Context: an optimization exercise on an open-source flow, tuned for small area. The choices shown serve that exercise and are no tape-out recipe. Where RTL was checked, it was by simulation tests only, not by an equivalence proof against the original. The RTL of runs 3 to 5 was laid out without a check of its function. Power is estimated from default activity; no workload was simulated.

[flow/config.mk]
export PLATFORM = sky130hd
export DESIGN_NAME = mini_audio
export DESIGN_NICKNAME = mini_audio
export VERILOG_FILES = /design/flow/design.v
export SDC_FILE = /design/flow/constraint.sdc
export NUM_CORES = 4
export LEC_CHECK = 0
export CAP_MARGIN = 20
export CORE_MARGIN = 2
export CORE_UTILIZATION = 40
export SLEW_MARGIN = 20
export SYNTH_HIERARCHICAL = 1
export SYNTH_MINIMUM_KEEP_SIZE = 0
[flow/constraint.sdc]
create_clock -name core_clock -period 10.0 [get_ports {clk}]
set_input_delay 2.0000 -clock core_clock [delete_from_list [all_inputs] [get_ports {clk}]]
set_output_delay 2.0000 -clock core_clock [all_outputs]
set_load 0.01 [all_outputs]
[flow/design.v]
module ao222n
  (
   input  a0, b0, a1, b1, a2, b2,
   output y
   );
  assign y = ~((a0 & b0) | (a1 & b1) | (a2 & b2));
endmodule
module mini_audio
  (
   input         clk,
   input         reset,
   input [31:0]  data,
   input         valid_toggle,
   input [31:0]  ext_factor_mul,
   input [31:0]  ext_factor_div,
   output        full,
   output        ext_audio_r,
   output        ext_audio_l
   );
  genvar i, j;
  reg toggle;
  reg toggle_prev;
  always @(posedge clk)
    begin
      if (reset)
        begin
          toggle <= 1'b0;
          toggle_prev <= 1'b0;
        end
      else
        begin
          toggle <= valid_toggle;
          toggle_prev <= toggle;
        end
    end
  reg [14:0] eh;
  reg [15:0] el;
  reg        cp;
  reg        en;
  wire       neg = eh[14] ^ (cp & (&eh[13:0]));
  wire       pos = ~neg;
  wire [30:0] fa = {eh, el};
  wire [30:0] fb = {1'b0, ext_factor_mul[29:0]};
  wire [30:0] fc = {pos, ~ext_factor_div[29:0] & {30{pos}}};
  wire [30:0] fs = fa ^ fb ^ fc;
  wire [30:0] fk = (fa & fb) | (fa & fc) | (fb & fc);
  wire [30:0] fy = {fk[29:0], pos};
  wire [31:0] fcy;
  assign fcy[0] = 1'b0;
  generate
    for (i = 0; i < 31; i = i + 1)
      begin : frc
        wire ci = (i == 16) ? cp : fcy[i];
        assign fcy[i+1] = (fs[i] & fy[i]) | (fs[i] & ci) | (fy[i] & ci);
      end
  endgenerate
  wire [30:0] fci = {fcy[30:17], cp, fcy[15:0]};
  wire [30:0] e_next = fs ^ fy ^ fci;
  always @(posedge clk)
    begin
      if (reset)
        begin
          eh <= {15{1'b1}};
          el <= {16{1'b1}};
          cp <= 1'b0;
          en <= 1'b0;
        end
      else
        begin
          eh <= e_next[30:16];
          el <= e_next[15:0];
          cp <= fcy[16];
          en <= pos;
        end
    end
  reg [31:0] buffer [0:14];
  reg [3:0]  h;    
  reg [3:0]  w;    
  function [3:0] nxt;
    input [3:0] x;
    nxt = (x >= 4'd14) ? 4'd0 : x + 4'd1;
  endfunction
  wire [3:0] r = nxt(h);
  wire       empty = (w == r);
  assign full = (nxt(w) == r);
  wire       we = (toggle ^ toggle_prev) & ~full;
  wire       pop = en & ~empty;
  wire [3:0] w_next = we ? nxt(w) : w;
  wire [3:0] h_next = pop ? r : h;
  wire       wr_ok = (w_next != h_next);
  always @(posedge clk)
    begin
      if (reset)
        begin
          h <= 4'd15;
          w <= 4'd0;
        end
      else
        begin
          h <= h_next;
          w <= w_next;
        end
    end
  integer k;
  always @(posedge clk)
    for (k = 0; k < 15; k = k + 1)
      if (wr_ok && w_next == k)
        buffer[k] <= data;
  wire [14:0] sel;
  wire [31:0] sample;
  generate
    for (j = 0; j < 15; j = j + 1)
      begin : dec
        assign sel[j] = (h == j);
      end
    for (i = 0; i < 32; i = i + 1)
      begin : rd
        wire [4:0] g;
        for (j = 0; j < 5; j = j + 1)
          begin : grp
            ao222n u (.a0(sel[3*j]), .b0(buffer[3*j][i]),
                      .a1(sel[3*j+1]), .b1(buffer[3*j+1][i]),
                      .a2(sel[3*j+2]), .b2(buffer[3*j+2][i]),
                      .y(g[j]));
          end
        assign sample[i] = ~&g;
      end
  endgenerate
  reg [16:0]  sample_sum_r;
  reg [16:0]  sample_sum_l;
  assign ext_audio_r = sample_sum_r[16];
  assign ext_audio_l = sample_sum_l[16];
  wire [16:0] cr, cl;
  assign cr[0] = 1'b0;
  assign cl[0] = 1'b0;
  generate
    for (i = 0; i < 16; i = i + 1)
      begin : dsc
        assign cr[i+1] = (sample_sum_r[i] & sample[16+i]) | (sample_sum_r[i] & cr[i]) | (sample[16+i] & cr[i]);
        assign cl[i+1] = (sample_sum_l[i] & sample[i]) | (sample_sum_l[i] & cl[i]) | (sample[i] & cl[i]);
      end
  endgenerate
  always @(posedge clk)
    begin
      if (reset)
        begin
          sample_sum_r <= 17'd0;
          sample_sum_l <= 17'd0;
        end
      else
        begin
          sample_sum_r <= {cr[16], sample_sum_r[15:0] ^ sample[31:16] ^ cr[15:0]};
          sample_sum_l <= {cl[16], sample_sum_l[15:0] ^ sample[15:0] ^ cl[15:0]};
        end
    end
endmodule
[flow/flow/run.sh]
#!/bin/bash
# Standard ORFS layout, with smaller port buffers and a clock tree without
# dummy loads. Each make step's output goes to flow.log here.
set -euo pipefail
export BUFFER_PORTS_ARGS="-buffer_cell sky130_fd_sc_hd__buf_1"
export CTS_ARGS="-sink_clustering_enable -repair_clock_nets -dont_use_dummy_load -buf_list sky130_fd_sc_hd__clkbuf_4 -sink_clustering_size 10 -sink_clustering_max_diameter 35"
bash standard.sh > flow.log 2>&1
[flow/standard.sh]
#!/bin/bash
# synth_recipe.tcl (not shown) runs the flow's synth.tcl, then flattens the netlist and writes it again
# the make line also repeats each setting of config.mk as NAME=value (left out here)
make -C /OpenROAD-flow-scripts/flow DESIGN_CONFIG=/design/flow/config.mk WORK_HOME=/design/flow/orfs CLKGATE_MAP_FILE= SYNTH_SCRIPT=/design/flow/synth_recipe.tcl "${@:-finish}"
==> results of run 1 <==
==> how the worst max path moves through the flow <==
stage                             from  slack (ns)                end
CTS                  eh[12]$_SDFF_PP1_        1.01  eh[14]$_SDFF_PP1_
floorplan           ext_factor_div[16]        0.88  eh[14]$_SDFF_PP1_
finish               eh[12]$_SDFF_PP1_        1.08  el[15]$_SDFF_PP1_
global placement    ext_factor_div[16]        0.48  eh[14]$_SDFF_PP1_
global route         eh[11]$_SDFF_PP1_        0.64  el[15]$_SDFF_PP1_
detailed placement  ext_factor_div[16]        0.48  eh[14]$_SDFF_PP1_
==> area by class of cell <==
cell class / count / area [um2]
diodes: 6 / 15.0
clock buffers: 91 / 683
fillers: 4619 / 29100
inverters: 41 / 154
multi-input cells: 575 / 5370
flip-flops and latches: 557 / 16000
well taps: 688 / 861
repair buffers: 137 / 666
==> power groups by stage <==
stage	Clock [mW]	Sequential [mW]	Combinational [mW]
global placement	0	2.89	1.05
finish	1.13	2.84	1.08
floorplan	0	2.87	0.782
detailed placement	0	2.89	1.10
CTS	1.17	2.85	1.10
global route	1.26	2.87	1.27
==> cell usage in the layout (no fill, tap or decap), types with 31 or more instances in the layout <==
cell type  synthesis  routed
a222oi_1         160     160
buf_1              1      96
buf_4              2      40
clkbuf_4           0      91
dfxtp_1           77      77
edfxtp_1         480     480
fa_1              89      89
inv_1             41      41
nand2_1           39      39
nand3_1           34      34
nor2_1           105     104
or2_2             31      31
==> registers in the layout (all words and copies together) (netlist names) <==
register      count
eh               15
en                1
toggle            1
h                 4
cp                1
sample_sum_r     17
sample_sum_l     17
w                 4
toggle_prev       1
el               16
buffer          480
==> per-module statistics from Yosys (local to each module, per instance) <==
module,cells,flip-flops and latches,cell area [um2]
ao222n,1,0,10.0
mini_audio,1031,557,19800
==> through the flow <==
step	std cells	util [%]	hold WS (ns)	cell area, um2	total power, mW
global route	2095	44.9	0.508	23700	5.40
finish	2095	44.9	0.487	23700	5.06
global placement	1998	43.6	0.468	23000	3.94
CTS	2089	44.9	0.487	23700	5.12
detailed placement	1998	43.6	0.477	23000	3.99
floorplan	1191	-	0.459	21400	3.65
==> routing by layer <==
layer / wire, um / vias up / part of all wire (%) / global-route usage [%]
met5: 14 / - / 0.027 / 0
met4: 1270 / 2 / 2.4 / 6.04
met3: 4950 / 110 / 9.4 / 4.58
met2: 25300 / 615 / 48 / 31.6
met1: 21100 / 6105 / 40 / 25.0
li1: - / 5237 / - / -
==> cells by family after synthesis <==
family | Yosys count | share of synthesized area, %
muxes | 6 | 0.309
adders and majority gates | 98 | 8.83
DFF | 557 | 74.4
and+or+nand+nor | 276 | 6.26
buffers and inverters | 59 | 1.16
AOI/OAI and AO/OA | 180 | 8.30
xor gates and xnor gates | 15 | 0.735
==> worst reg2reg max path: cells and delay by family (launching register included) <==
| family | cells | cell delay [ns] |
|---|---|---|
| flip-flops | 1 | 0.39 |
| adder cells (fa/ha/maj) | 17 | 6.62 |
| buffers and inverters | 1 | 0.30 |
| XOR/XNOR | 1 | 0.37 |
| AND/OR/NAND/NOR | 4 | 1.08 |
==> results.py, run 1 <==
metrics = {
    "cts": {
        "cts_tree": "yes",
        "clk_latency_ns": 0.85,
        "clk_path_buf_depth": 3,
        "cts_resized": 0,
        "tritoncts.num_buffers": 91,
        "clock-sinks": 557,
        "htree_levels": 3,
        "postCtsHoldBufs": 0,
        "post_cts_buffers": 0,
        "clkTransAtPathRegs_ns": 0.09,
        "clockRootBuffer": "clkbuf_4",
    },
    "global_route": {
        "grt_pass1_vias": 13000,
        "antenna_found_initial": 3,
        "grt_max_degree": 78,
        "grt_first_pass_wirelength_um": 78500,
        "grt-ovfl-total": 0,
        "grtUsageTotal_pct": 19.1,
    },
    "sta": {
        "hold_violations": 0,
        "clock_skew_ns": 0.111,
        "setup_violations": 0,
        "relSlewSlack_pct": 25.5,
        "rsz0062_at_grt": "false",
        "layout_min_cycle_time_ns": 8.92,
        "drv_slew": 0,
        "totalNegativeSetupSlack_ns": 0,
        "clock.fmax_ghz": 0.112,
        "setup_slack_ns": 1.08,
        "tightestPinTransition_ns": 1.11,
        "finalCritPeriodShare_pct": 89.2,
    },
    "power": {
        "p_sw_mw": 1.42,
        "internal-power_mw": 3.64,
        "power.density_nw_per_um2": 213,
        "p_seq_share_pct": 56.2,
        "pwr-share-clk_pct": 22.4,
        "p_leak_nw": 7.74,
        "combPwrFrac_pct": 21.4,
        "vdd_ir_drop_max_mv": 0.116,
        "swShare_pct": 28.1,
    },
    "route": {
        "wl_per_cell_um": 25.1,
        "wirelength_um": 52600,
        "drt_first_pass_iters": 8,
        "ant_nets": 0,
        "vias_per_cell": 5.76,
        "drc_errors": 0,
        "vias": 12100,
        "first_iter_violations": 1556,
    },
    "setup_path": {
        "cp_slowest_cell": "nor4_1",
        "cpPeakStageDelay_ns": 0.60,
        "path_buf_inv": 1,
        "arrival_ns": 9.56,
        "critPathLaunchType": "register",
        "crit_path_frequent_cell": "fa_1",
        "path_cells": "nand4_1 > nor4_1 > xor2_2 > buf_4 > nor2_1 > fa_1 > ha_1 > fa_1 > fa_1 > fa_1 > fa_1 > fa_1 > fa_1 > fa_1 > fa_1 > fa_1 > fa_1 > fa_1 > fa_1 > fa_1 > fa_1 > fa_1 > or2_2",
        "cp_data_required_time_ns": 10.65,
        "cp_max_fo": 21,
        "rrSetupSlack_ns": 1.08,
        "end_kind": "register",
        "critPathKind": "register to register",
        "worst-r2r-cell-count": 23,
        "path_depth": 23,
        "reg2reg_from": "eh[12]$_SDFF_PP1_",
        "crit_family": "adder cells",
        "rr_endpoint": "el[15]$_SDFF_PP1_",
    },
    "synthesis": {
        "async_flop_share_pct": 0,
        "synth_top_cells_by_count": "edfxtp_1, a222oi_1, nor2_1",
        "syn-num-nets": 1388,
        "ys_types": 48,
        "synthCells": 1191,
        "synth-seq-area-share_pct": 74.4,
        "synth_ff_type": "edfxtp_1",
        "synth_most_common_cell": "edfxtp_1",
        "ys_ff_latch": 557,
        "synth_top_area_cell": "edfxtp_1",
        "yosysTopAreaCellShare_pct": 67.2,
        "netlist_area_um2": 21400,
        "synth_edf_count": 480,
        "synth.avg_cell_area_um2": 18.0,
        "yosys-top-cells-area": "edfxtp_1, fa_1, a222oi_1",
        "ys_warn_count": 9,
    },
    "layout": {
        "syn2layout_area_growth_pct": 10.5,
        "final_net_count": 1600,
        "drive_gt1_share_pct": 14.8,
    },
    "run_status": {
        "status": "complete, no violations",
    },
    "floorplan": {
        "start_util_pct": 40.6,
        "dieArea_um2": 55500,
        "coreArea_um2": 52800,
        "die_w_um": 236,
        "ios": 102,
        "rows": 84,
        "die_h_um": 236,
    },
    "worst_hold_path": {
        "min_path_type": "register to register",
        "hold_path_end": "toggle_prev$_SDFF_PP0_",
        "hold_path_startpoint": "toggle$_SDFF_PP0_",
        "hold_depth": 1,
    },
    "place": {
        "gp_congestion": 0.731,
        "pre_cts_slack_ns": 0.479,
        "dp.final_hpwl_um": 29300,
        "port-buffer-count": 97,
    },
    "run": {
        "cap_violations": 0,
    },
}
==> inputs of run 2 (changes only) <==
==> flow/flow/run.sh (replaced) <==
#!/bin/bash
# Standard ORFS layout, with smaller port buffers and a clock tree without
# dummy loads. Each make step's output goes to flow.log here.
set -euo pipefail
export BUFFER_PORTS_ARGS="-buffer_cell sky130_fd_sc_hd__buf_1"
export CTS_ARGS="-sink_clustering_enable -repair_clock_nets -dont_use_dummy_load -buf_list sky130_fd_sc_hd__clkbuf_8 -sink_clustering_size 20 -sink_clustering_max_diameter 50"
bash standard.sh > flow.log 2>&1
==> run 2 against run 1 <==
  * Still clean
  * Total power fell by 0.72%
  * Register-to-register slack improved by 0.05 ns
  * Synthesized cell count did not move
  * Sequential share of layout area rose by 0.18 points
  * Combinational power barely moved
  * Sequential power barely moved
==> results.py, run 2 <==
metrics = {
    "layout": {
        "fin_area_um2": 23600,
        "drive_gt1_share_pct": 12.0,
        "regArea_um2": 16000,
        "multi_input_area_um2": 5370,
        "layout_common_cells": "edfxtp_1, a222oi_1, nor2_1",
        "syn2layout_area_growth_pct": 10.2,
        "largest_reg_flops": 480,
        "final_net_count": 1555,
        "regMostFlops": "buffer",
        "num-fill-cells": 4616,
        "top_regs": "buffer (480), sample_sum_l (17), sample_sum_r (17)",
        "layout_commonest_cell": "edfxtp_1",
    },
    "global_route": {
        "grt_pass1_vias": 12500,
        "antenna_found_initial": 1,
        "grt_first_pass_wirelength_um": 77700,
        "grt-ovfl-total": 0,
        "grt_max_degree": 78,
        "grtUsageTotal_pct": 18.9,
    },
    "cts": {
        "htree_levels": 2,
        "post_cts_buffers": 0,
        "clk_path_buf_depth": 3,
        "clock-sinks": 557,
        "tritoncts.num_buffers": 46,
        "postCtsHoldBufs": 0,
        "clockRootBuffer": "clkbuf_8",
        "cts_tree": "yes",
        "clkTransAtPathRegs_ns": 0.08,
        "cts_resized": 0,
        "clk_latency_ns": 0.67,
    },
    "synthesis": {
        "syn-num-nets": 1388,
        "ys_ff_latch": 557,
        "yosysTopAreaCellShare_pct": 67.2,
        "netlist_area_um2": 21400,
        "synth_top_cells_by_count": "edfxtp_1, a222oi_1, nor2_1",
        "synth_top_area_cell": "edfxtp_1",
        "ys_types": 48,
        "ys_warn_count": 9,
        "synth-seq-area-share_pct": 74.4,
        "synthCells": 1191,
        "yosys-top-cells-area": "edfxtp_1, fa_1, a222oi_1",
        "synth_most_common_cell": "edfxtp_1",
        "synth_ff_type": "edfxtp_1",
        "synth_edf_count": 480,
        "synth.avg_cell_area_um2": 18.0,
        "async_flop_share_pct": 0,
    },
    "sta": {
        "drv_slew": 0,
        "relSlewSlack_pct": 23.1,
        "clock.fmax_ghz": 0.113,
        "rsz0062_at_grt": "false",
        "totalNegativeSetupSlack_ns": 0,
        "hold_violations": 0,
        "tightestPinTransition_ns": 1.15,
        "layout_min_cycle_time_ns": 8.87,
        "hold_slack_ns": 0.486,
        "clock_skew_ns": 0.100,
        "setup_violations": 0,
        "finalCritPeriodShare_pct": 88.7,
    },
    "floorplan": {
        "die_w_um": 236,
        "dieArea_um2": 55500,
        "die_h_um": 236,
        "ios": 102,
        "rows": 84,
        "start_util_pct": 40.6,
        "coreArea_um2": 52800,
    },
    "route": {
        "ant_nets": 0,
        "drt_first_pass_iters": 5,
        "drc_errors": 0,
        "first_iter_violations": 1544,
        "wirelength_um": 52100,
        "vias": 11800,
        "vias_per_cell": 5.76,
        "wl_per_cell_um": 25.5,
    },
    "power": {
        "swShare_pct": 27.7,
        "p_seq_share_pct": 56.6,
        "p_leak_nw": 7.66,
        "power.density_nw_per_um2": 212,
        "combPwrFrac_pct": 21.6,
        "internal-power_mw": 3.63,
        "vdd_ir_drop_max_mv": 0.109,
        "p_sw_mw": 1.39,
        "pwr-share-clk_pct": 21.8,
    },
    "setup_path": {
        "cp_max_fo": 21,
        "cp_data_required_time_ns": 10.54,
        "critPathKind": "register to register",
        "crit_path_start": "eh[1]$_SDFF_PP1_",
        "arrival_ns": 9.41,
        "critPathLaunchType": "register",
        "end_kind": "register",
        "reg2reg_from": "eh[1]$_SDFF_PP1_",
    },
    "place": {
        "gp_congestion": 0.731,
        "port-buffer-count": 97,
        "dp.final_hpwl_um": 29300,
        "place_area_um2": 23000,
    },
    "worst_hold_path": {
        "min_path_type": "register to register",
        "hold_path_startpoint": "toggle$_SDFF_PP0_",
    },
    "run": {
        "cap_violations": 0,
    },
    "run_status": {
        "status": "complete, no violations",
    },
}
[run 2: logic make-up after synthesis]
| group | after synthesis | synth area share (%) |
|---|---|---|
| adders and majority gates | 98 | 8.83 |
| xor gates and xnor gates | 15 | 0.735 |
| buffers and inverters | 59 | 1.16 |
| DFF | 557 | 74.4 |
| and+or+nand+nor | 276 | 6.26 |
| muxes | 6 | 0.309 |
| AOI/OAI and AO/OA | 180 | 8.30 |
[run 2: through the flow]
step                power [mW]  std cells  utilization, %  worst slack, ns
floorplan                 3.65       1191               -            0.884
detailed placement        3.99       1998            43.6            0.479
global placement          3.94       1998            43.6            0.476
global route              5.34       2044            44.8            0.682
finish                    5.02       2045            44.8             1.13
CTS                       5.08       2044            44.8             1.05
[run 2: cell type report]
cell class | instances | share of cell area [%]
well taps | 688 | 3.64
inverters | 41 | 0.651
clock buffers | 46 | 2.68
flip-flops and latches | 557 | 67.5
repair buffers | 137 | 2.82
multi-input cells | 575 | 22.7
diodes | 1 | 0.0106
[run 2: routing by layer]
layer	GRT usage, %	vias up	part of all wire [%]
met5	0	-	0.027
met4	6.25	2	2.6
met3	3.66	98	8.8
met2	31.4	542	48
met1	25.1	6018	41
li1	-	5112	-
[run 2: power groups by stage]
stage	Sequential, mW	Clock (mW)	Combinational [mW]
2_1_floorplan	2.87	0	0.782
3_3_place_gp	2.89	0	1.05
3_5_place_dp	2.89	0	1.10
4_1_cts	2.84	1.13	1.11
5_1_grt	2.87	1.20	1.27
6_report	2.84	1.10	1.08
[run 2: worst paths after layout]
kind,to,slack [ns],cells past startpoint
hold / removal,toggle_prev$_SDFF_PP0_,0.49,1
setup reg to reg,el[15]$_SDFF_PP1_,1.13,23
setup / recovery,el[15]$_SDFF_PP1_,1.13,23
hold reg to reg,toggle_prev$_SDFF_PP0_,0.49,1
[run 2: critical path, stage by stage, from the launching register on]
cell and delay [ns]:
dfxtp_1 0.38, nand4_1 0.12, nor4_1 0.59, xor2_2 0.37, buf_4 0.30, nor2_1 0.08, fa_1 0.44, ha_1 0.22
fa_1 0.39, fa_1 0.39, fa_1 0.39, fa_1 0.39, fa_1 0.39, fa_1 0.40, fa_1 0.41, fa_1 0.40
fa_1 0.40, fa_1 0.40, fa_1 0.40, fa_1 0.39, fa_1 0.39, fa_1 0.39, fa_1 0.43, or2_2 0.28
[run 2: modules after synthesis (local to each module, per instance)]
module      cells inside  flip-flops and latches  copies in the design
ao222n                 1                       0                   160
mini_audio          1031                     557                     1
==> inputs of run 3 (changes only) <==
--- a/flow/design.v
+++ b/flow/design.v
@@ -6,2 +6,10 @@
   assign y = ~((a0 & b0) | (a1 & b1) | (a2 & b2));
+endmodule
+module fadd
+  (
+   input  a, b, c,
+   output s, co
+   );
+  assign s = a ^ b ^ c;
+  assign co = (a & b) | (a & c) | (b & c);
 endmodule
@@ -44,7 +52,13 @@
   wire [30:0] fc = {pos, ~ext_factor_div[29:0] & {30{pos}}};
-  wire [30:0] fs = fa ^ fb ^ fc;
-  wire [30:0] fk = (fa & fb) | (fa & fc) | (fb & fc);
+  wire [30:0] fs, fk;
+  wire [31:0] fcy;
+  wire [30:0] e_next;
+  assign fcy[0] = 1'b0;
+  generate
+    for (i = 0; i < 31; i = i + 1)
+      begin : fcsa
+        fadd u (.a(fa[i]), .b(fb[i]), .c(fc[i]), .s(fs[i]), .co(fk[i]));
+      end
+  endgenerate
   wire [30:0] fy = {fk[29:0], pos};
-  wire [31:0] fcy;
-  assign fcy[0] = 1'b0;
   generate
@@ -53,7 +67,13 @@
         wire ci = (i == 16) ? cp : fcy[i];
-        assign fcy[i+1] = (fs[i] & fy[i]) | (fs[i] & ci) | (fy[i] & ci);
+        if (i == 0)
+          begin : lsb
+            assign e_next[0] = fs[0] ^ fy[0];
+            assign fcy[1] = fs[0] & fy[0];
+          end
+        else
+          begin : fa
+            fadd u (.a(fs[i]), .b(fy[i]), .c(ci), .s(e_next[i]), .co(fcy[i+1]));
+          end
       end
   endgenerate
-  wire [30:0] fci = {fcy[30:17], cp, fcy[15:0]};
-  wire [30:0] e_next = fs ^ fy ^ fci;
   always @(posedge clk)
@@ -133,9 +153,14 @@
   wire [16:0] cr, cl;
+  wire [15:0] sr, sl;
   assign cr[0] = 1'b0;
   assign cl[0] = 1'b0;
+  assign sr[0] = sample_sum_r[0] ^ sample[16];
+  assign cr[1] = sample_sum_r[0] & sample[16];
+  assign sl[0] = sample_sum_l[0] ^ sample[0];
+  assign cl[1] = sample_sum_l[0] & sample[0];
   generate
-    for (i = 0; i < 16; i = i + 1)
+    for (i = 1; i < 16; i = i + 1)
       begin : dsc
-        assign cr[i+1] = (sample_sum_r[i] & sample[16+i]) | (sample_sum_r[i] & cr[i]) | (sample[16+i] & cr[i]);
-        assign cl[i+1] = (sample_sum_l[i] & sample[i]) | (sample_sum_l[i] & cl[i]) | (sample[i] & cl[i]);
+        fadd ur (.a(sample_sum_r[i]), .b(sample[16+i]), .c(cr[i]), .s(sr[i]), .co(cr[i+1]));
+        fadd ul (.a(sample_sum_l[i]), .b(sample[i]), .c(cl[i]), .s(sl[i]), .co(cl[i+1]));
       end
@@ -151,4 +176,4 @@
         begin
-          sample_sum_r <= {cr[16], sample_sum_r[15:0] ^ sample[31:16] ^ cr[15:0]};
-          sample_sum_l <= {cl[16], sample_sum_l[15:0] ^ sample[15:0] ^ cl[15:0]};
+          sample_sum_r <= {cr[16], sr};
+          sample_sum_l <= {cl[16], sl};
         end
==> run 3 against run 2 <==
  * Still clean
  * First-iteration DRC count up 6.8%
  * Global-route usage down 0.17 points
  * Sequential power about the same
  * Utilization about the same
  * Setup slack better by 0.22 ns
  * Combinational power down 9%
  * Cell count down 3.5%
  * Largest cell class unchanged
  * Largest power group unchanged
==> results.py, run 3 <==
metrics = {
    "synthesis": {
        "netlist_area_um2": 21300,
        "synthCells": 1116,
        "ys_warn_count": 9,
        "synth_most_common_cell": "edfxtp_1",
        "synth_edf_count": 480,
        "synth_top_cells_by_count": "edfxtp_1, a222oi_1, fa_1",
        "syn-num-nets": 1315,
        "ys_ff_latch": 557,
        "yosysTopAreaCellShare_pct": 67.6,
        "synth_ff_type": "edfxtp_1",
        "synth.avg_cell_area_um2": 19.1,
        "synth_top_area_cell": "edfxtp_1",
        "yosys-top-cells-area": "edfxtp_1, fa_1, a222oi_1",
        "ys_types": 49,
        "async_flop_share_pct": 0,
        "synth-seq-area-share_pct": 74.8,
    },
    "route": {
        "first_iter_violations": 1649,
        "wl_per_cell_um": 26.1,
        "ant_nets": 0,
        "drc_errors": 0,
        "drt_first_pass_iters": 7,
        "wirelength_um": 51600,
        "vias": 11500,
        "vias_per_cell": 5.85,
    },
    "floorplan": {
        "rows": 84,
        "dieArea_um2": 55200,
        "die_h_um": 235,
        "ios": 102,
        "die_w_um": 235,
        "start_util_pct": 40.5,
        "coreArea_um2": 52700,
    },
    "setup_path": {
        "rr_endpoint": "el[15]$_SDFF_PP1_",
        "crit_path_start": "eh[5]$_SDFF_PP1_",
        "path_cells": "nand4_1 > nor4_1 > xor2_2 > nor2_1 > fa_1 > ha_1 > fa_1 > fa_1 > fa_1 > fa_1 > fa_1 > fa_1 > fa_1 > fa_1 > fa_1 > fa_1 > fa_1 > fa_1 > fa_1 > fa_1 > fa_1 > or2_2",
        "cp_slowest_cell": "xor2_2",
        "crit_path_frequent_cell": "fa_1",
        "reg2reg_from": "eh[5]$_SDFF_PP1_",
        "arrival_ns": 9.14,
        "path_buf_inv": 0,
        "crit_family": "adder cells",
        "cp_max_fo": 15,
        "cpPeakStageDelay_ns": 0.57,
        "worstSetupEndpoint": "el[15]$_SDFF_PP1_",
        "critPathLaunchType": "register",
        "worst-r2r-cell-count": 22,
        "path_depth": 22,
        "rrSetupSlack_ns": 1.35,
        "critPathKind": "register to register",
        "end_kind": "register",
        "cp_data_required_time_ns": 10.49,
    },
    "layout": {
        "final_net_count": 1486,
        "fin_area_um2": 23600,
        "layout_commonest_cell": "edfxtp_1",
        "syn2layout_area_growth_pct": 10.6,
        "drive_gt1_share_pct": 12.8,
        "largest_reg_flops": 480,
        "top_regs": "buffer (480), sample_sum_l (17), sample_sum_r (17)",
        "regMostFlops": "buffer",
        "utilization_pct": 44.8,
        "layout_common_cells": "edfxtp_1, a222oi_1, buf_1",
        "diodes": 0,
        "layout.cells.non_filler": 1973,
    },
    "sta": {
        "tightestPinTransition_ns": 0.910,
        "clock_skew_ns": 0.0893,
        "rsz0062_at_grt": "false",
        "hold_violations": 0,
        "setup_violations": 0,
        "clock.fmax_ghz": 0.116,
        "relSlewSlack_pct": 37.6,
        "finalCritPeriodShare_pct": 86.5,
        "totalNegativeSetupSlack_ns": 0,
        "drv_slew": 0,
        "layout_min_cycle_time_ns": 8.65,
    },
    "power": {
        "p_total_mw": 4.97,
        "p_leak_nw": 7.63,
        "vdd_ir_drop_max_mv": 0.137,
        "power.density_nw_per_um2": 211,
    },
    "place": {
        "dp.final_hpwl_um": 27700,
        "dp.cells": 1921,
        "gp_congestion": 0.758,
        "place_area_um2": 22900,
        "port-buffer-count": 97,
    },
    "cts": {
        "tritoncts.num_buffers": 52,
        "cts_tree": "yes",
        "clk_latency_ns": 0.69,
        "htree_levels": 2,
        "post_cts_buffers": 0,
        "clkTransAtPathRegs_ns": 0.10,
        "clock-sinks": 557,
        "clk_path_buf_depth": 3,
        "clockRootBuffer": "clkbuf_8",
        "cts_resized": 0,
        "postCtsHoldBufs": 0,
    },
    "worst_hold_path": {
        "min_path_type": "register to register",
        "hold_path_startpoint": "toggle$_SDFF_PP0_",
    },
    "run_status": {
        "status": "complete, no violations",
    },
    "run": {
        "cap_violations": 0,
    },
    "global_route": {
        "antenna_found_initial": 0,
        "grt_max_degree": 78,
        "grt_first_pass_wirelength_um": 77000,
        "grtUsageTotal_pct": 18.7,
        "grt_pass1_vias": 11800,
        "grt-ovfl-total": 0,
    },
}
==> run 3: worst min-delay path by stage <==
| stage | end | depth (start not counted) |
|---|---|---|
| 3_5_place_dp | toggle_prev$_SDFF_PP0_ | 1 |
| 2_1_floorplan | toggle_prev$_SDFF_PP0_ | 1 |
| 5_1_grt | toggle_prev$_SDFF_PP0_ | 1 |
| 6_report | toggle_prev$_SDFF_PP0_ | 1 |
| 4_1_cts | toggle_prev$_SDFF_PP0_ | 1 |
| 3_3_place_gp | toggle_prev$_SDFF_PP0_ | 1 |
==> run 3: cell families after synthesis <==
family / share of synthesized area [%]
buffers and inverters: 0.393
AO/OA/AOI/OAI: 8.29
flip-flops: 74.8
AND/OR/NAND/NOR: 6.36
multiplexers: 0.405
other: 0.0176
adder cells (fa/ha/maj): 9.07
XOR/XNOR: 0.657
==> run 3: power by group <==
part | leakage (nW) | switching, mW | internal (mW)
combinational | 2.26 | 0.533 | 0.447
clock | 0.374 | 0.697 | 0.461
sequential | 5.00 | 0.100 | 2.73
total | 7.63 | 1.33 | 3.64
==> run 3: per-module statistics from Yosys, one instance, submodules excluded <==
| module | cells | area, um2 |
|---|---|---|
| mini_audio | 865 | 17900 |
| fadd | 1 | 20.0 |
| ao222n | 1 | 10.0 |
==> run 3: layout make-up <==
class,instances,area [um2]
repair buffers,132,628
fillers,4513,29100
inverters,5,18.8
well taps,688,861
multi-input cells,539,5400
clock buffers,52,716
flip-flops and latches,557,16000
==> run 3: metrics by stage <==
| step | worst slack, ns | hold slack (ns) |
|---|---|---|
| 3_5_place_dp | 0.750 | 0.484 |
| 5_1_grt | 0.904 | 0.569 |
| 4_1_cts | 1.26 | 0.553 |
| 2_1_floorplan | 1.17 | 0.458 |
| 6_report | 1.35 | 0.545 |
| 3_3_place_gp | 0.813 | 0.479 |
==> run 3: layer usage <==
metal  track usage (%)  share of wire, %
met3              3.45               9.1
met5                 0                 0
met2              31.2                49
met4              4.49               1.7
met1              25.6                40
==> inputs of run 4 (changes only) <==
==> flow/flow/run.sh (replaced) <==
#!/bin/bash
# Standard ORFS layout, with smaller port buffers and a clock tree without
# dummy loads. Each make step's output goes to flow.log here.
set -euo pipefail
export BUFFER_PORTS_ARGS="-buffer_cell sky130_fd_sc_hd__buf_1"
export CTS_ARGS="-sink_clustering_enable -repair_clock_nets -dont_use_dummy_load -buf_list sky130_fd_sc_hd__clkbuf_8 -sink_clustering_size 24 -sink_clustering_max_diameter 40"
bash standard.sh > flow.log 2>&1
==> run 4 against run 3 <==
  * Sequential cell count stayed put
  * First-iteration DRC count grew 1.2%
  * Design area increased by 1.6%
  * Fmax about the same
  * Via count grew 0.76%
  * Routed wire length grew 0.37%
  * Highest routed layer unchanged
==> results.py, run 4 <==
metrics = {
    "run_status": {
        "status": "complete, no violations",
    },
    "floorplan": {
        "rows": 84,
        "start_util_pct": 40.5,
        "coreArea_um2": 52700,
        "die_h_um": 235,
        "ios": 102,
        "die_w_um": 235,
        "dieArea_um2": 55200,
    },
    "global_route": {
        "grt-ovfl-total": 0,
        "grt_pass1_vias": 12000,
        "antenna_found_initial": 1,
        "grt_first_pass_wirelength_um": 77500,
        "grtUsageTotal_pct": 18.9,
        "grt_max_degree": 78,
    },
    "power": {
        "swShare_pct": 26.3,
        "vdd_ir_drop_max_mv": 0.135,
        "internal-power_mw": 3.89,
        "pwr-share-clk_pct": 27.6,
        "p_seq_share_pct": 53.8,
        "power.density_nw_per_um2": 220,
        "p_leak_nw": 7.83,
        "p_sw_mw": 1.38,
        "combPwrFrac_pct": 18.6,
    },
    "cts": {
        "clockRootBuffer": "clkbuf_8",
        "cts_tree": "yes",
        "htree_levels": 3,
        "postCtsHoldBufs": 0,
        "cts_resized": 0,
        "clk_latency_ns": 0.66,
        "tritoncts.num_buffers": 80,
        "clock-sinks": 557,
        "post_cts_buffers": 0,
        "clk_path_buf_depth": 3,
        "clkTransAtPathRegs_ns": 0.06,
    },
    "sta": {
        "totalNegativeSetupSlack_ns": 0,
        "rsz0062_at_grt": "false",
        "setup_violations": 0,
        "layout_min_cycle_time_ns": 8.65,
        "tightestPinTransition_ns": 0.911,
        "clock.fmax_ghz": 0.116,
        "relSlewSlack_pct": 37.5,
        "setup_slack_ns": 1.35,
        "drv_slew": 0,
        "hold_slack_ns": 0.480,
        "finalCritPeriodShare_pct": 86.5,
        "clock_skew_ns": 0.0707,
        "hold_violations": 0,
    },
    "setup_path": {
        "cp_max_fo": 15,
        "end_kind": "register",
        "arrival_ns": 9.16,
        "critPathLaunchType": "register",
        "critPathKind": "register to register",
        "cp_data_required_time_ns": 10.51,
    },
    "layout": {
        "largest_reg_flops": 480,
        "layout_common_cells": "edfxtp_1, a222oi_1, buf_1",
        "drive_gt1_share_pct": 14.6,
        "layout.cells.non_filler": 2002,
        "layout_commonest_cell": "edfxtp_1",
        "final_net_count": 1514,
        "syn2layout_area_growth_pct": 12.4,
        "regArea_um2": 16000,
        "num-fill-cells": 4493,
        "multi_input_area_um2": 5400,
        "regMostFlops": "buffer",
        "top_regs": "buffer (480), sample_sum_l (17), sample_sum_r (17)",
    },
    "synthesis": {
        "ys_ff_latch": 557,
        "synth_most_common_cell": "edfxtp_1",
        "synth_ff_type": "edfxtp_1",
        "ys_types": 49,
        "yosys-top-cells-area": "edfxtp_1, fa_1, a222oi_1",
        "async_flop_share_pct": 0,
        "synth_edf_count": 480,
        "yosysTopAreaCellShare_pct": 67.6,
        "ys_warn_count": 9,
        "synth_top_cells_by_count": "edfxtp_1, a222oi_1, fa_1",
        "synth_top_area_cell": "edfxtp_1",
        "netlist_area_um2": 21300,
        "synth.avg_cell_area_um2": 19.1,
        "synthCells": 1116,
        "syn-num-nets": 1315,
        "synth-seq-area-share_pct": 74.8,
    },
    "route": {
        "wl_per_cell_um": 25.9,
        "vias_per_cell": 5.81,
        "vias": 11600,
        "wirelength_um": 51800,
        "first_iter_violations": 1668,
        "drt_first_pass_iters": 7,
        "ant_nets": 0,
        "drc_errors": 0,
    },
    "run": {
        "cap_violations": 0,
    },
    "place": {
        "gp_congestion": 0.758,
        "dp.final_hpwl_um": 27700,
        "pre_cts_slack_ns": 0.750,
        "port-buffer-count": 97,
        "dp.cells": 1921,
    },
    "worst_hold_path": {
        "min_path_type": "register to register",
    },
}
-- run 4: cell counts after synthesis --
No cell type changed its count.
-- run 4: final cells by class --
| class | count | area share (%) |
|---|---|---|
| Tap cell | 688 | 3.59 |
| Timing Repair Buffer | 132 | 2.62 |
| Sequential cell | 557 | 66.6 |
| Inverter | 5 | 0.0783 |
| Multi-Input combinational cell | 539 | 22.5 |
| Antenna cell | 1 | 0.0104 |
| Clock buffer | 80 | 4.59 |
-- run 4: worst max-delay path, cell delays in order (launching register included) --
cell and delay [ns]:
dfxtp_1 0.38, nand4_1 0.12, nor4_1 0.46, xor2_2 0.57
nor2_1 0.13, fa_1 0.45, ha_1 0.20, fa_1 0.38
fa_1 0.41, fa_1 0.42, fa_1 0.40, fa_1 0.40
fa_1 0.40, fa_1 0.39, fa_1 0.38, fa_1 0.38
fa_1 0.39, fa_1 0.39, fa_1 0.40, fa_1 0.39
fa_1 0.39, fa_1 0.42, or2_2 0.27
-- run 4: through the flow --
step,instance area (um2),total power [mW],utilization [%]
6_report,24000,5.27,45.5
2_1_floorplan,21300,3.56,-
3_5_place_dp,22900,3.88,43.4
4_1_cts,24000,5.34,45.5
5_1_grt,24000,5.60,45.5
3_3_place_gp,22900,3.84,43.4
-- run 4: kinds of logic (layout without fill, tap and decap cells) --
logic type / after synthesis / in the layout / synth area share [%]
adder cells (fa/ha/maj): 100 / 100 / 9.07
multiplexers: 7 / 7 / 0.405
AND/OR/NAND/NOR: 239 / 239 / 6.36
buffers and inverters: 20 / 217 / 0.393
XOR/XNOR: 13 / 13 / 0.657
other: 1 / 2 / 0.0176
AO/OA/AOI/OAI: 179 / 179 / 8.29
flip-flops: 557 / 557 / 74.8
-- run 4: metal layers --
| layer | global-route usage [%] | vias to the layer above | routed length, um |
|---|---|---|---|
| met5 | 0 | - | 0 |
| met2 | 31.4 | 567 | 25300 |
| li1 | - | 5001 | - |
| met4 | 4.81 | 0 | 1180 |
| met3 | 3.67 | 95 | 4730 |
| met1 | 25.7 | 5965 | 20600 |
-- run 4: per-module statistics from Yosys (local to each module, per instance) --
module      times used  cell area, um2  cells
mini_audio           1           17900    865
fadd                91            20.0      1
ao222n             160            10.0      1
-- run 4: path summary, 6_finish.rpt --
kind	from	end	slack (ns)	depth (start not counted)
worst max-delay path	eh[5]$_SDFF_PP1_	el[15]$_SDFF_PP1_	1.35	22
worst min register to register	toggle$_SDFF_PP0_	toggle_prev$_SDFF_PP0_	0.48	1
worst max register to register	eh[5]$_SDFF_PP1_	el[15]$_SDFF_PP1_	1.35	22
worst min-delay path	toggle$_SDFF_PP0_	toggle_prev$_SDFF_PP0_	0.48	1
-- run 4: power by group through the flow --
| stage | clock network, mW | registers (mW) | logic, mW |
|---|---|---|---|
| final | 1.45 | 2.84 | 0.980 |
| after CTS | 1.49 | 2.84 | 1.00 |
| after global routing | 1.58 | 2.86 | 1.15 |
| after global placement | 0 | 2.88 | 0.952 |
| after floorplan | 0 | 2.87 | 0.697 |
| after detailed placement | 0 | 2.89 | 0.988 |
==> inputs of run 5 (changes only) <==
==> flow/flow/run.sh (replaced) <==
#!/bin/bash
# Standard ORFS layout, with smaller port buffers and a clock tree without
# dummy loads. Each make step's output goes to flow.log here.
set -euo pipefail
export BUFFER_PORTS_ARGS="-buffer_cell sky130_fd_sc_hd__buf_1"
export CTS_ARGS="-sink_clustering_enable -repair_clock_nets -dont_use_dummy_load -buf_list sky130_fd_sc_hd__clkbuf_8 -sink_clustering_size 22 -sink_clustering_max_diameter 45"
bash standard.sh > flow.log 2>&1
--- a/flow/config.mk
+++ b/flow/config.mk
@@ -9,3 +9,3 @@
 export CORE_MARGIN = 2
-export CORE_UTILIZATION = 40
+export CORE_UTILIZATION = 55
 export SLEW_MARGIN = 20
==> run 5 against run 4 <==
  * Still clean on timing, DRC and antenna
  * Via count is 0.71% lower
  * First-iteration DRC count is 7.9% lower
  * Die area is 27% lower
  * Highest routed layer unchanged
==> results.py, run 5 <==
metrics = {
    "run_status": {
        "status": "complete, no violations",
    },
    "global_route": {
        "grt_first_pass_wirelength_um": 73500,
        "grt_max_degree": 78,
        "antenna_found_initial": 0,
        "grt-ovfl-total": 0,
        "grt_pass1_vias": 11600,
        "grtUsageTotal_pct": 24.9,
    },
    "power": {
        "power.density_nw_per_um2": 213,
        "internal-power_mw": 3.66,
        "p_leak_nw": 7.66,
        "vdd_ir_drop_max_mv": 0.126,
        "combPwrFrac_pct": 19.6,
        "pwr-share-clk_pct": 23.6,
        "p_sw_mw": 1.33,
        "p_seq_share_pct": 56.8,
        "swShare_pct": 26.6,
    },
    "setup_path": {
        "cpPeakStageDelay_ns": 0.52,
        "critPathKind": "register to register",
        "reg2reg_from": "h[0]$_SDFF_PP1_",
        "cp_slowest_cell": "and3_2",
        "cp_max_fo": 22,
        "rrSetupSlack_ns": 1.18,
        "rr_endpoint": "sample_sum_l[15]$_SDFF_PP0_",
        "worst-r2r-cell-count": 22,
        "cp_data_required_time_ns": 10.50,
        "crit_path_frequent_cell": "fa_1",
        "end_kind": "register",
        "path_buf_inv": 1,
        "path_cells": "inv_1 > ha_1 > and3_2 > a222oi_1 > nand3_1 > ha_1 > fa_1 > fa_1 > fa_1 > fa_1 > fa_1 > fa_1 > fa_1 > fa_1 > fa_1 > fa_1 > fa_1 > fa_1 > fa_1 > fa_1 > fa_1 > nor2b_1",
        "arrival_ns": 9.33,
        "crit_family": "adder cells",
        "critPathLaunchType": "register",
    },
    "cts": {
        "tritoncts.num_buffers": 54,
        "cts_resized": 0,
        "clkTransAtPathRegs_ns": 0.08,
        "clock-sinks": 557,
        "clk_latency_ns": 0.67,
        "htree_levels": 2,
        "postCtsHoldBufs": 0,
        "cts_tree": "yes",
        "clk_path_buf_depth": 3,
        "clockRootBuffer": "clkbuf_8",
        "post_cts_buffers": 0,
    },
    "synthesis": {
        "syn-num-nets": 1315,
        "synth_edf_count": 480,
        "synth_top_area_cell": "edfxtp_1",
        "ys_ff_latch": 557,
        "synth-compound-area-share_pct": 8.29,
        "synth.avg_cell_area_um2": 19.1,
        "ys_warn_count": 9,
        "synth_ff_type": "edfxtp_1",
        "synth_mux_area_share_pct": 0.405,
        "synth_xor_area_share_pct": 0.657,
        "ys_types": 49,
        "synth-seq-area-share_pct": 74.8,
        "netlist_area_um2": 21300,
        "yosysTopAreaCellShare_pct": 67.6,
        "synth_top_cells_by_count": "edfxtp_1, a222oi_1, fa_1",
        "synthSimpleGateAreaFrac_pct": 6.36,
        "yosys-top-cells-area": "edfxtp_1, fa_1, a222oi_1",
        "async_flop_share_pct": 0,
        "synth_top_family_by_area": "adder cells",
        "synthCells": 1116,
        "synth_most_common_cell": "edfxtp_1",
        "synth_fa_ha_area_share_pct": 9.07,
    },
    "layout": {
        "utilization_pct": 60.9,
        "num-fill-cells": 2908,
        "layout_commonest_cell": "edfxtp_1",
        "diodes": 0,
        "largest_reg_flops": 480,
        "final_net_count": 1490,
        "top_regs": "buffer (480), sample_sum_l (17), sample_sum_r (17)",
        "regMostFlops": "buffer",
        "layout_common_cells": "edfxtp_1, a222oi_1, buf_1",
        "syn2layout_area_growth_pct": 9.76,
        "drive_gt1_share_pct": 13.0,
        "layout.cells.non_filler": 1807,
    },
    "worst_hold_path": {
        "hold_path_end": "toggle_prev$_SDFF_PP0_",
        "hold_path_startpoint": "toggle$_SDFF_PP0_",
        "min_path_type": "register to register",
        "hold_depth": 1,
    },
    "sta": {
        "hold_violations": 0,
        "hold_slack_ns": 0.481,
        "layout_min_cycle_time_ns": 8.82,
        "drv_slew": 0,
        "finalCritPeriodShare_pct": 88.2,
        "clock_skew_ns": 0.0674,
        "setup_slack_ns": 1.18,
        "tightestPinTransition_ns": 0.948,
        "rsz0062_at_grt": "false",
        "totalNegativeSetupSlack_ns": 0,
        "setup_violations": 0,
        "clock.fmax_ghz": 0.113,
        "relSlewSlack_pct": 36.8,
    },
    "place": {
        "gp_congestion": 0.754,
        "pre_cts_slack_ns": 0.808,
        "dp.cells": 1753,
        "port-buffer-count": 97,
        "dp.final_hpwl_um": 26600,
    },
    "floorplan": {
        "rows": 72,
        "ios": 102,
        "die_h_um": 201,
        "coreArea_um2": 38500,
        "dieArea_um2": 40400,
        "start_util_pct": 55.4,
        "die_w_um": 201,
    },
    "route": {
        "wl_per_cell_um": 27.2,
        "ant_nets": 0,
        "drc_errors": 0,
        "vias_per_cell": 6.39,
        "first_iter_violations": 1536,
        "vias": 11500,
        "drt_first_pass_iters": 6,
        "wirelength_um": 49200,
    },
    "run": {
        "cap_violations": 0,
    },
}
run 5: worst max path at each step:
stage                                             end  slack (ns)  cells past startpoint              start
after floorplan                     el[15]$_SDFF_PP1_        1.17                     19  ext_factor_div[0]
after global placement              el[15]$_SDFF_PP1_        0.85                     20  ext_factor_div[0]
after detailed placement            el[15]$_SDFF_PP1_        0.81                     20  ext_factor_div[0]
after CTS                 sample_sum_l[15]$_SDFF_PP0_        1.18                     22    h[0]$_SDFF_PP1_
after global routing      sample_sum_l[15]$_SDFF_PP0_        0.93                     23    h[0]$_SDFF_PP1_
final                     sample_sum_l[15]$_SDFF_PP0_        1.18                     22    h[0]$_SDFF_PP1_
run 5: worst register-to-register path, cell delays in order (launching register included):
cell and delay, ns:
dfxtp_1 0.43, inv_1 0.14, ha_1 0.32, and3_2 0.52, a222oi_1 0.49, nand3_1 0.13
ha_1 0.24, fa_1 0.43, fa_1 0.42, fa_1 0.41, fa_1 0.39, fa_1 0.43
fa_1 0.40, fa_1 0.39, fa_1 0.41, fa_1 0.41, fa_1 0.43, fa_1 0.42
fa_1 0.43, fa_1 0.45, fa_1 0.43, fa_1 0.44, nor2b_1 0.14
run 5: final cells by class:
cell class / instances / area [um2] / area share [%]
Tap cell: 518 / 648 / 2.77
Multi-Input combinational cell: 539 / 5400 / 23.1
Timing Repair Buffer: 134 / 643 / 2.75
Clock buffer: 54 / 743 / 3.17
Sequential cell: 557 / 16000 / 68.2
Inverter: 5 / 18.8 / 0.0802
run 5: cells by family (layout without fill, tap and decap cells):
family,after synthesis,after routing
compound gates,179,179
xor+xnor,13,13
buf+inv,20,193
mux,7,7
fa+ha+maj,100,100
other cells,1,1
simple gates,239,239
flops,557,557
run 5: stage by stage:
| step | cell area [um2] | power [mW] |
|---|---|---|
| 2_1_floorplan | 21300 | 3.56 |
| 3_3_place_gp | 22700 | 3.84 |
| 3_5_place_dp | 22700 | 3.88 |
| 4_1_cts | 23400 | 5.05 |
| 5_1_grt | 23400 | 5.29 |
| 6_report | 23400 | 4.99 |
run 5: power by group through the flow:
stage	registers, mW	clock network (mW)	logic (mW)
2_1_floorplan	2.87	0	0.697
3_3_place_gp	2.88	0	0.955
3_5_place_dp	2.89	0	0.988
4_1_cts	2.84	1.21	0.998
5_1_grt	2.86	1.29	1.14
6_report	2.83	1.18	0.975
run 5: Yosys stat by module (local to each module, per instance):
| module | flops+latches | cells | cell area (um2) | times used |
|---|---|---|---|---|
| ao222n | 0 | 1 | 10.0 | 160 |
| fadd | 0 | 1 | 20.0 | 91 |
| mini_audio | 557 | 865 | 17900 | 1 |
run 5: routing by layer:
| layer | track usage [%] | part of all wire, % |
|---|---|---|
| met2 | 40.1 | 48 |
| met1 | 35.8 | 41 |
| met3 | 4.11 | 8.8 |
| met4 | 6.72 | 2.0 |
| met5 | 0 | 0 |
==> inputs of run 6 (changes only) <==
--- a/flow/design.v
+++ b/flow/design.v
@@ -56,4 +56,6 @@
   assign fcy[0] = 1'b0;
+  assign fs[30] = fa[30] ^ fc[30];
+  assign fk[30] = 1'b0;
   generate
-    for (i = 0; i < 31; i = i + 1)
+    for (i = 0; i < 30; i = i + 1)
       begin : fcsa
@@ -95,3 +97,3 @@
     end
-  reg [31:0] buffer [0:14];
+  reg [31:0] buffer [1:15];
   reg [3:0]  h;    
@@ -100,3 +102,3 @@
     input [3:0] x;
-    nxt = (x >= 4'd14) ? 4'd0 : x + 4'd1;
+    nxt = {x[2:0], (x[3] ^ x[2]) | (x == 4'd0)};
   endfunction
@@ -114,4 +116,4 @@
         begin
-          h <= 4'd15;
-          w <= 4'd0;
+          h <= 4'd0;
+          w <= 4'd1;
         end
@@ -125,3 +127,3 @@
   always @(posedge clk)
-    for (k = 0; k < 15; k = k + 1)
+    for (k = 1; k < 16; k = k + 1)
       if (wr_ok && w_next == k)
@@ -133,3 +135,3 @@
       begin : dec
-        assign sel[j] = (h == j);
+        assign sel[j] = (h == j + 1);
       end
@@ -140,5 +142,5 @@
           begin : grp
-            ao222n u (.a0(sel[3*j]), .b0(buffer[3*j][i]),
-                      .a1(sel[3*j+1]), .b1(buffer[3*j+1][i]),
-                      .a2(sel[3*j+2]), .b2(buffer[3*j+2][i]),
+            ao222n u (.a0(sel[3*j]), .b0(buffer[3*j+1][i]),
+                      .a1(sel[3*j+1]), .b1(buffer[3*j+2][i]),
+                      .a2(sel[3*j+2]), .b2(buffer[3*j+3][i]),
                       .y(g[j]));
==> flow/flow/run.sh (replaced) <==
#!/bin/bash
# Standard ORFS layout, with smaller port buffers and a clock tree without
# dummy loads. Each make step's output goes to flow.log here.
set -euo pipefail
export BUFFER_PORTS_ARGS="-buffer_cell sky130_fd_sc_hd__buf_1"
export CTS_ARGS="-sink_clustering_enable -repair_clock_nets -dont_use_dummy_load -buf_list sky130_fd_sc_hd__clkbuf_8 -sink_clustering_size 20 -sink_clustering_max_diameter 50"
bash standard.sh > flow.log 2>&1
--- a/flow/config.mk
+++ b/flow/config.mk
@@ -7,6 +7,7 @@
 export LEC_CHECK = 0
-export CAP_MARGIN = 20
+export CAP_MARGIN = 0
 export CORE_MARGIN = 2
-export CORE_UTILIZATION = 55
-export SLEW_MARGIN = 20
+export CORE_UTILIZATION = 40
+export GPL_TIMING_DRIVEN = 0
+export SLEW_MARGIN = 0
 export SYNTH_HIERARCHICAL = 1
==> run 6 against run 5 <==
  * Die area increased by 36%
  * Via count up 0.42%
  * Total power decreased by 6.4%
  * Setup slack lost 0.13 ns
  * Critical endpoint is now el[15]$_SDFF_PP1_
==> results.py, run 6 <==
metrics = {
    "run_status": {
        "status": "complete, no violations",
    },
    "layout": {
        "regMostFlops": "buffer",
        "layout_commonest_cell": "edfxtp_1",
        "diodes": 0,
        "top_regs": "buffer (480), sample_sum_l (17), sample_sum_r (17)",
        "largest_reg_flops": 480,
        "layout_common_cells": "edfxtp_1, a222oi_1, buf_1",
        "syn2layout_area_growth_pct": 14.3,
        "layout.cells.non_filler": 2018,
        "fin_area_um2": 24200,
        "final_net_count": 1529,
        "utilization_pct": 46.2,
        "drive_gt1_share_pct": 14.7,
    },
    "setup_path": {
        "rr_endpoint": "el[15]$_SDFF_PP1_",
        "critPathKind": "register to register",
        "crit_family": "adder cells",
        "rrSetupSlack_ns": 1.04,
        "cp_max_fo": 10,
        "reg2reg_from": "eh[3]$_SDFF_PP1_",
        "path_cells": "nand4_1 > nor4_1 > xor2_1 > clkbuf_1 > nor2_1 > fa_1 > ha_1 > fa_1 > fa_1 > fa_1 > fa_1 > fa_1 > fa_1 > fa_1 > fa_1 > fa_1 > fa_1 > fa_1 > fa_1 > fa_1 > fa_1 > fa_1 > or2_2",
        "end_kind": "register",
        "crit_path_frequent_cell": "fa_1",
        "cp_data_required_time_ns": 10.50,
        "worst-r2r-cell-count": 23,
        "arrival_ns": 9.46,
        "critPathLaunchType": "register",
        "cpPeakStageDelay_ns": 0.47,
        "cp_slowest_cell": "xor2_1",
        "path_buf_inv": 1,
    },
    "cts": {
        "clk_latency_ns": 0.68,
        "clk_path_buf_depth": 3,
        "cts_resized": 0,
        "post_cts_buffers": 0,
        "htree_levels": 2,
        "tritoncts.num_buffers": 47,
        "clkTransAtPathRegs_ns": 0.10,
        "cts_tree": "yes",
        "clock-sinks": 557,
        "clockRootBuffer": "clkbuf_8",
        "postCtsHoldBufs": 0,
    },
    "floorplan": {
        "dieArea_um2": 54800,
        "die_w_um": 234,
        "rows": 84,
        "ios": 102,
        "die_h_um": 234,
        "start_util_pct": 40.4,
        "coreArea_um2": 52400,
    },
    "synthesis": {
        "async_flop_share_pct": 0,
        "syn-num-nets": 1308,
        "netlist_area_um2": 21200,
        "ys_ff_latch": 557,
        "ys_warn_count": 9,
        "synth-seq-area-share_pct": 75.3,
        "synth.avg_cell_area_um2": 19.1,
        "synth_edf_count": 480,
        "synth_most_common_cell": "edfxtp_1",
        "ys_types": 39,
        "yosys-top-cells-area": "edfxtp_1, fa_1, a222oi_1",
        "synthCells": 1111,
        "synth_top_area_cell": "edfxtp_1",
        "synth_top_cells_by_count": "edfxtp_1, a222oi_1, fa_1",
        "yosysTopAreaCellShare_pct": 68.0,
        "synth_ff_type": "edfxtp_1",
    },
    "place": {
        "dp.final_hpwl_um": 34300,
        "place_area_um2": 23600,
        "gp_congestion": 0.740,
        "port-buffer-count": 96,
        "dp.cells": 1971,
    },
    "route": {
        "wl_per_cell_um": 24.7,
        "ant_nets": 0,
        "wirelength_um": 49800,
        "drc_errors": 0,
        "drt_first_pass_iters": 8,
        "vias_per_cell": 5.74,
        "first_iter_violations": 1542,
        "vias": 11600,
    },
    "sta": {
        "tightestPinTransition_ns": 1.11,
        "relSlewSlack_pct": 25.8,
        "hold_violations": 0,
        "layout_min_cycle_time_ns": 8.96,
        "finalCritPeriodShare_pct": 89.6,
        "setup_violations": 0,
        "clock.fmax_ghz": 0.112,
        "hold_slack_ns": 0.536,
        "clock_skew_ns": 0.121,
        "rsz0062_at_grt": "false",
        "drv_slew": 0,
    },
    "global_route": {
        "grt_first_pass_wirelength_um": 74500,
        "grt_pass1_vias": 11700,
        "grt-ovfl-total": 0,
        "antenna_found_initial": 3,
        "grt_max_degree": 29,
        "grtUsageTotal_pct": 18.6,
    },
    "worst_hold_path": {
        "hold_path_startpoint": "toggle$_SDFF_PP0_",
        "min_path_type": "register to register",
        "hold_path_end": "toggle_prev$_SDFF_PP0_",
        "hold_depth": 1,
    },
    "run": {
        "cap_violations": 0,
    },
    "power": {
        "p_leak_nw": 7.91,
        "p_total_mw": 4.67,
        "vdd_ir_drop_max_mv": 0.117,
        "power.density_nw_per_um2": 193,
    },
}
run 6: area by class of cell:
type / count / area [um2]
clock buffers: 47 / 647
fillers: 4459 / 28200
repair buffers: 172 / 1410
flip-flops and latches: 557 / 16000
multi-input cells: 525 / 5210
inverters: 9 / 33.8
well taps: 688 / 861
plain buffers: 20 / 103
run 6: metrics by stage:
stage	setup TNS, ns	setup WS (ns)
after CTS	0	0.887
after global routing	0	0.600
after detailed placement	0	0.784
final	0	1.04
after floorplan	0	1.17
after global placement	-0.233	-0.193
run 6: worst register-to-register path, stage by stage (launching register included):
cell	delay [ns]
dfxtp_1	0.38
nand4_1	0.14
nor4_1	0.43
xor2_1	0.47
clkbuf_1	0.45
nor2_1	0.11
fa_1	0.46
ha_1	0.22
fa_1	0.38
fa_1	0.39
fa_1	0.40
fa_1	0.40
fa_1	0.39
fa_1	0.41
fa_1	0.39
fa_1	0.39
fa_1	0.39
fa_1	0.39
fa_1	0.39
fa_1	0.39
fa_1	0.39
fa_1	0.40
fa_1	0.43
or2_2	0.27
run 6: kinds of logic (layout without fill, tap and decap cells):
family	count (synthesis)	in the layout	share of synthesized area (%)
AO/OA/AOI/OAI	172	172	8.02
adder cells (fa/ha/maj)	98	98	8.97
AND/OR/NAND/NOR	235	235	6.12
XOR/XNOR	12	12	0.496
flip-flops	557	557	75.3
multiplexers	8	8	0.472
buffers and inverters	29	248	0.643
run 6: power by group:
part | total [mW] | switching, mW | internal (mW) | leakage [nW]
combinational | 0.801 | 0.435 | 0.366 | 2.60
sequential | 2.77 | 0.0659 | 2.70 | 4.97
clock | 1.10 | 0.679 | 0.419 | 0.338
total | 4.67 | 1.18 | 3.49 | 7.91
run 6: routing by layer:
metal	GRT usage, %	part of all wire (%)	up-vias
met5	0	0.068	-
met4	5.12	2.4	6
met3	3.77	9.5	89
met2	29.1	46	537
met1	26.5	42	5944
li1	-	-	5017
run 6: worst max path at each step:
| stage | startpoint | end | slack, ns | depth (start not counted) |
|---|---|---|---|---|
| 2_1_floorplan | ext_factor_div[0] | el[15]$_SDFF_PP1_ | 1.17 | 19 |
| 3_3_place_gp | h[0]$_SDFF_PP0_ | sample_sum_r[15]$_SDFF_PP0_ | -0.19 | 23 |
| 3_5_place_dp | ext_factor_div[0] | el[15]$_SDFF_PP1_ | 0.78 | 20 |
| 4_1_cts | eh[7]$_SDFF_PP1_ | el[15]$_SDFF_PP1_ | 0.89 | 23 |
| 5_1_grt | eh[3]$_SDFF_PP1_ | el[15]$_SDFF_PP1_ | 0.60 | 23 |
| 6_report | eh[3]$_SDFF_PP1_ | el[15]$_SDFF_PP1_ | 1.04 | 23 |
run 6: Yosys stat by module (local to each module, per instance):
module      flops+latches  cell area, um2  cells inside
mini_audio            557           17800           861
ao222n                  0            10.0             1
fadd                    0            20.0             1
==> inputs of run 7 (changes only) <==
--- a/flow/config.mk
+++ b/flow/config.mk
@@ -7,7 +7,6 @@
 export LEC_CHECK = 0
-export CAP_MARGIN = 0
+export CAP_MARGIN = 20
 export CORE_MARGIN = 2
 export CORE_UTILIZATION = 40
-export GPL_TIMING_DRIVEN = 0
-export SLEW_MARGIN = 0
+export SLEW_MARGIN = 20
 export SYNTH_HIERARCHICAL = 1
==> run 7 against run 6 <==
  * Largest power group unchanged
  * First-iteration DRC count up 2.7%
  * Routed wire length down 1.3%
  * Hold slack worse by 0.026 ns
==> results.py, run 7 <==
metrics = {
    "synthesis": {
        "ys_types": 39,
        "synth_xor_area_share_pct": 0.496,
        "synth.avg_cell_area_um2": 19.1,
        "synth_mux_area_share_pct": 0.472,
        "synth_top_cells_by_count": "edfxtp_1, a222oi_1, fa_1",
        "synth_top_area_cell": "edfxtp_1",
        "yosys-top-cells-area": "edfxtp_1, fa_1, a222oi_1",
        "synth_ff_type": "edfxtp_1",
        "synth_top_family_by_area": "adder cells",
        "async_flop_share_pct": 0,
        "synth_edf_count": 480,
        "netlist_area_um2": 21200,
        "yosysTopAreaCellShare_pct": 68.0,
        "synth_fa_ha_area_share_pct": 8.97,
        "synth_most_common_cell": "edfxtp_1",
        "syn-num-nets": 1308,
        "synth-seq-area-share_pct": 75.3,
        "synthCells": 1111,
        "synthSimpleGateAreaFrac_pct": 6.12,
        "synth-compound-area-share_pct": 8.02,
        "ys_warn_count": 9,
        "ys_ff_latch": 557,
    },
    "worst_hold_path": {
        "min_path_type": "register to register",
    },
    "layout": {
        "top_regs": "buffer (480), sample_sum_l (17), sample_sum_r (17)",
        "layout_common_cells": "edfxtp_1, a222oi_1, buf_1",
        "regMostFlops": "buffer",
        "syn2layout_area_growth_pct": 10.3,
        "fin_area_um2": 23400,
        "largest_reg_flops": 480,
        "num-fill-cells": 4470,
        "multi_input_area_um2": 5210,
        "regArea_um2": 16000,
        "drive_gt1_share_pct": 11.9,
        "layout.cells.non_filler": 1962,
        "layout_commonest_cell": "edfxtp_1",
        "final_net_count": 1472,
    },
    "power": {
        "power.density_nw_per_um2": 199,
        "p_total_mw": 4.66,
        "p_sw_mw": 1.18,
        "vdd_ir_drop_max_mv": 0.125,
        "p_seq_share_pct": 59.5,
        "internal-power_mw": 3.48,
        "pwr-share-clk_pct": 24.5,
        "swShare_pct": 25.3,
        "p_leak_nw": 7.55,
        "combPwrFrac_pct": 16.0,
    },
    "sta": {
        "drv_slew": 0,
        "relSlewSlack_pct": 38.2,
        "finalCritPeriodShare_pct": 88.7,
        "layout_min_cycle_time_ns": 8.87,
        "totalNegativeSetupSlack_ns": 0,
        "setup_violations": 0,
        "clock.fmax_ghz": 0.113,
        "clock_skew_ns": 0.115,
        "hold_violations": 0,
        "tightestPinTransition_ns": 0.928,
        "rsz0062_at_grt": "false",
    },
    "route": {
        "vias": 11400,
        "wirelength_um": 49200,
        "drc_errors": 0,
        "ant_nets": 0,
        "first_iter_violations": 1583,
        "drt_first_pass_iters": 6,
        "wl_per_cell_um": 25.1,
        "vias_per_cell": 5.81,
    },
    "floorplan": {
        "die_w_um": 234,
        "ios": 102,
        "coreArea_um2": 52400,
        "dieArea_um2": 54800,
        "die_h_um": 234,
        "rows": 84,
        "start_util_pct": 40.4,
    },
    "cts": {
        "cts_resized": 0,
        "postCtsHoldBufs": 0,
        "clkTransAtPathRegs_ns": 0.08,
        "htree_levels": 2,
        "clk_path_buf_depth": 3,
        "cts_tree": "yes",
        "clk_latency_ns": 0.69,
        "clockRootBuffer": "clkbuf_8",
        "post_cts_buffers": 0,
        "clock-sinks": 557,
        "tritoncts.num_buffers": 50,
    },
    "global_route": {
        "grt-ovfl-total": 0,
        "grt_pass1_vias": 11400,
        "antenna_found_initial": 3,
        "grtUsageTotal_pct": 18.2,
        "grt_max_degree": 78,
        "grt_first_pass_wirelength_um": 72900,
    },
    "setup_path": {
        "arrival_ns": 9.38,
        "path_cells": "nor2b_1 > and2_1 > a222oi_1 > and3_1 > nand3_1 > ha_1 > fa_1 > fa_1 > fa_1 > fa_1 > fa_1 > fa_1 > fa_1 > fa_1 > fa_1 > fa_1 > fa_1 > fa_1 > fa_1 > fa_1 > fa_1 > nor2b_1",
        "cp_max_fo": 18,
        "critPathKind": "register to register",
        "path_buf_inv": 0,
        "crit_family": "adder cells",
        "critPathLaunchType": "register",
        "cpPeakStageDelay_ns": 0.78,
        "cp_data_required_time_ns": 10.51,
        "end_kind": "register",
        "crit_path_frequent_cell": "fa_1",
        "cp_slowest_cell": "dfxtp_1",
    },
    "place": {
        "dp.cells": 1911,
        "dp.final_hpwl_um": 26400,
        "place_area_um2": 22700,
        "gp_congestion": 0.727,
        "port-buffer-count": 97,
    },
    "run": {
        "cap_violations": 0,
    },
    "run_status": {
        "status": "complete, no violations",
    },
}
run 7: area by class of cell:
| class | instances | share of cell area (%) |
|---|---|---|
| diodes | 1 | 0.0107 |
| clock buffers | 50 | 2.94 |
| inverters | 9 | 0.144 |
| multi-input cells | 525 | 22.3 |
| flip-flops and latches | 557 | 68.2 |
| well taps | 688 | 3.68 |
| repair buffers | 132 | 2.69 |
run 7: final timing paths:
kind	start	end	slack, ns	depth (start not counted)
worst max-delay path	h[0]$_SDFF_PP0_	sample_sum_r[15]$_SDFF_PP0_	1.13	22
worst min-delay path	toggle$_SDFF_PP0_	toggle_prev$_SDFF_PP0_	0.51	1
worst max register to register	h[0]$_SDFF_PP0_	sample_sum_r[15]$_SDFF_PP0_	1.13	22
worst min register to register	toggle$_SDFF_PP0_	toggle_prev$_SDFF_PP0_	0.51	1
run 7: per-layer routing:
| layer | global-route usage, % | up-vias | part of all wire [%] | routed length [um] |
|---|---|---|---|---|
| li1 | - | 4894 | - | - |
| met3 | 2.93 | 88 | 8.8 | 4340 |
| met4 | 5.68 | 4 | 2.3 | 1150 |
| met5 | 0 | - | 0.043 | 21 |
| met2 | 29.2 | 525 | 47 | 23200 |
| met1 | 25.6 | 5887 | 42 | 20500 |
run 7: cell families after synthesis:
kind of cell	after synthesis
flops	557
xor+xnor	12
fa+ha+maj	98
compound gates	172
simple gates	235
buf+inv	29
mux	8
run 7: stage by stage:
stage          hold slack, ns  utilization (%)  setup WS (ns)
2_1_floorplan           0.458                -           1.17
3_3_place_gp            0.514             43.3          0.883
3_5_place_dp            0.512             43.3          0.800
4_1_cts                 0.534             44.6           1.14
5_1_grt                 0.545             44.6          0.802
6_report                0.510             44.6           1.13
run 7: worst register-to-register path, cell delays in order (launching register included):
cell      delay, ns
dfxtp_1        0.78
nor2b_1        0.16
and2_1         0.47
a222oi_1       0.47
and3_1         0.23
nand3_1        0.09
ha_1           0.22
fa_1           0.38
fa_1           0.41
fa_1           0.39
fa_1           0.39
fa_1           0.39
fa_1           0.42
fa_1           0.44
fa_1           0.47
fa_1           0.47
fa_1           0.41
fa_1           0.41
fa_1           0.40
fa_1           0.42
fa_1           0.42
fa_1           0.43
nor2b_1        0.14
run 7: Yosys stat by module (local to each module, per instance):
module,cells inside,flops+latches,cell area (um2)
fadd,1,0,20.0
mini_audio,861,557,17800
ao222n,1,0,10.0
run 7: power groups by stage:
stage	combinational, mW	sequential [mW]	clock (mW)
after floorplan	0.530	2.82	0
after global placement	0.737	2.82	0
after detailed placement	0.749	2.83	0
after CTS	0.766	2.78	1.18
after global routing	0.886	2.79	1.26
final	0.745	2.78	1.14

==> port drivers added, routing unchanged <==
In the flow no input, the clock included, has a driving cell. The finished layouts below were timed again as built, in two steps. Step 1 sets driving cells, clkbuf_16 on the clock port and buf_2 on the other inputs (assumed; they add their load-dependent delay and slew). Step 2 also shifts input and output timing later by t, the mid clock arrival at the registers, as if the neighbouring blocks saw the same clock. a / b / c = no drivers / after step 1 / after step 2; a / b = the first two.
run	t (ns)	slack for setup (ns)	worst slew at a driven data input, ns
run 1	0.849	1.084 / 1.084 / 0.520	0.10
run 2	0.669	1.132 / 1.132 / 0.592	0.10
run 3	0.697	1.351 / 1.351 / 0.742	0.12
run 4	0.676	1.352 / 1.352 / 0.778	0.11
run 5	0.689	1.175 / 1.175 / 0.817	0.07
run 6	0.678	1.042 / 1.042 / 0.809	0.13
run 7	0.682	1.135 / 1.135 / 0.829	0.08
After both steps every run listed still meets setup and hold. For run 3, which loses most, drivers alone change the setup slack by 0.000 ns; drivers and shift together by -0.609 ns.
